This design comes from an exercise in tuning for small area, a short achievable clock period and few clock cycles per item on the open sky130 flow, not from production work. RTL that was checked went through simulation tests only; none was proved equivalent to the original.

## the reference run
Design Milestone1_convert, start of the top module:
module Milestone1_convert (
	input  logic          Clock,
	input  logic          Resetn,
	input  logic          Enable,
	input  logic   [15:0] SRAM_read_data,
	input  logic          redo,
	output logic          SRAM_we_n,
	output logic   [17:0] SRAM_address,
	output logic   [15:0] SRAM_write_data,
	output logic          Finish
);
Size in the first run: ~2200 cells after synthesis, roughly 56 I/O pins, roughly 0.027 mm^2 of cells after synthesis.
Settings: LEC_CHECK=0, CAP_MARGIN=20, CORE_MARGIN=2, CORE_UTILIZATION=40, SLEW_MARGIN=20, SYNTH_HIERARCHICAL=1; clock period 14.0 ns.
standard.sh (not shown) runs the stock make flow with config.mk's settings and CLKGATE_MAP_FILE= SYNTH_SCRIPT=/design/flow/synth_recipe.tcl, a recipe that flattens the netlist after the stock synthesis.
==> flow/flow/run.sh <==
#!/bin/bash
# Standard ORFS layout (standard.sh) with two changes in how it is made:
#  - the port buffers are buf_4 cells instead of the buffer ORFS picks
#  - timing repair aims at a setup margin below the design's clock period
# The SDC, clock period and I/O constraints are the standard flow's, unchanged.
set -euo pipefail
bash standard.sh SETUP_SLACK_MARGIN=10.0 "BUFFER_PORTS_ARGS=-buffer_cell sky130_fd_sc_hd__buf_4" finish > orfs_make.log 2>&1
diff inputs: the reference run => the trial run
diff --git a/flow/design.v b/flow/design.v
--- a/flow/design.v
+++ b/flow/design.v
@@ -179,29 +179,29 @@
 		else              rd_y = ~nlead;
 	end
 	4'd8: rd_v = 1'b1;
 	4'd9: rd_y = 1'b1;
 	4'd0: rd_u = (nk == 8'd0);
 	default: ;
 	endcase
 end
 logic wr;    
 assign wr = (kind_b != K_NONE);
-always_ff @(posedge Clock) begin
-	SRAM_we_n <= ~(run && wr);
-end
 always_ff @(posedge Clock or negedge Resetn) begin
 	if (!Resetn) begin
 		run       <= 1'b0;
 		Finish    <= 1'b0;
+		SRAM_we_n <= 1'b1;
 	end else begin
+		SRAM_we_n <= 1'b1;
 		if (run) begin
+			SRAM_we_n <= ~wr;
 			if (nph == 4'd7 && y_addr == 16'd38400) begin
 				run    <= 1'b0;
 				Finish <= 1'b1;
 			end
 		end else if (Finish) begin
 			if (redo) Finish <= 1'b0;
 		end else if (Enable) begin
 			run <= 1'b1;
 		end
 	end
@@ -297,30 +297,29 @@
 assign ta = c_firv ? sv[0] : su[0];
 assign tb = c_firv ? sv[1] : su[1];
 assign tc = c_firv ? sv[2] : su[2];
 assign td = c_firv ? sv[3] : su[3];
 assign te = c_firv ? sv[4] : su[4];
 assign tf = c_firv ? sv[5] : su[5];
 logic [8:0]  t_af, t_be, t_cd;
 assign t_af = {1'b0, ta} + {1'b0, tf};
 assign t_be = {1'b0, tb} + {1'b0, te};
 assign t_cd = {1'b0, tc} + {1'b0, td};
-logic [8:0]  f_p1, f_np2, f_p3, f_np3;
+logic [8:0]  f_p1, f_np2, f_p3;
 always_ff @(posedge Clock) begin
 	f_p1  <= t_af;
 	f_np2 <= ~t_be;
 	f_p3  <= t_cd;
-	f_np3 <= ~t_cd;
 end
 logic [8:0] fm_h, g_h;
 logic       fm_c, g_c;
-fir_sum u_fir (.p1(f_p1), .np2(f_np2), .p3(f_p3), .np3(f_np3), .hi(fm_h), .c(fm_c));
+fir_sum u_fir (.p1(f_p1), .np2(f_np2), .p3(f_p3), .np3(~f_p3), .hi(fm_h), .c(fm_c));
 always_ff @(posedge Clock) begin
 	g_h <= fm_h;
 	g_c <= fm_c;
 end
 logic [8:0] fw;
 assign fw = g_h + {8'd0, g_c};
 always_ff @(posedge Clock) begin
 	if (c_ldv) vp_reg <= fw;
 	if (c_ldu) up_reg <= fw;
 end
==> comparison <==
The reference run reports its cell at the slowest stage of the critical path as sky130_fd_sc_hd__dfrtp_1 while the trial run reports sky130_fd_sc_hd__dfstp_2. Compared with the reference run, in the trial run number of global-route vias before repair went up by about 0.5%, number of clock sinks down 9, register fraction of the total cell area lost 0.50 points, count of clock-buffer cells in the layout fell about 12%. The reference run → the trial run: design area about even, slew of the pin with the lowest slew margin fell 0.027 ns, area growth from synthesis to layout fell 0.39 points, flip-flop and latch count fell 9, number of H-tree levels about even.
Testbench counts of the trial run, summed over its fixed seeds: cycles 1,545,808, frames 8.
No functional check of the RTL was part of the reference run.

-- static timing again, ports no longer ideal --
How much do the figures lean on ideal ports? The routed layouts below were timed once more, with nothing changed but the port constraints.
Step 1: set_driving_cell puts a clkbuf_16 on Clock and a buf_2 on each other input, an assumption about the parent block.
Step 2, shift: input delay + t, output delay - t, t = (earliest + latest rising clock arrival at the registers) / 2. This alone moves slack from input paths to output paths.
a / b / c = ideal / step 1 / step 2; a / b = the first two.
run | t (ns) | setup WS [ns] | latest minus earliest clock arrival (ns) | cell pins on the clock port's net
the reference run | 0.643 | 10.091 / 10.032 / 10.113 | 0.023 / 0.023 | 1
the trial run | 0.641 | 10.007 / 9.948 / 10.090 | 0.033 / 0.033 | 1
After both steps setup and hold are still met in every run listed.
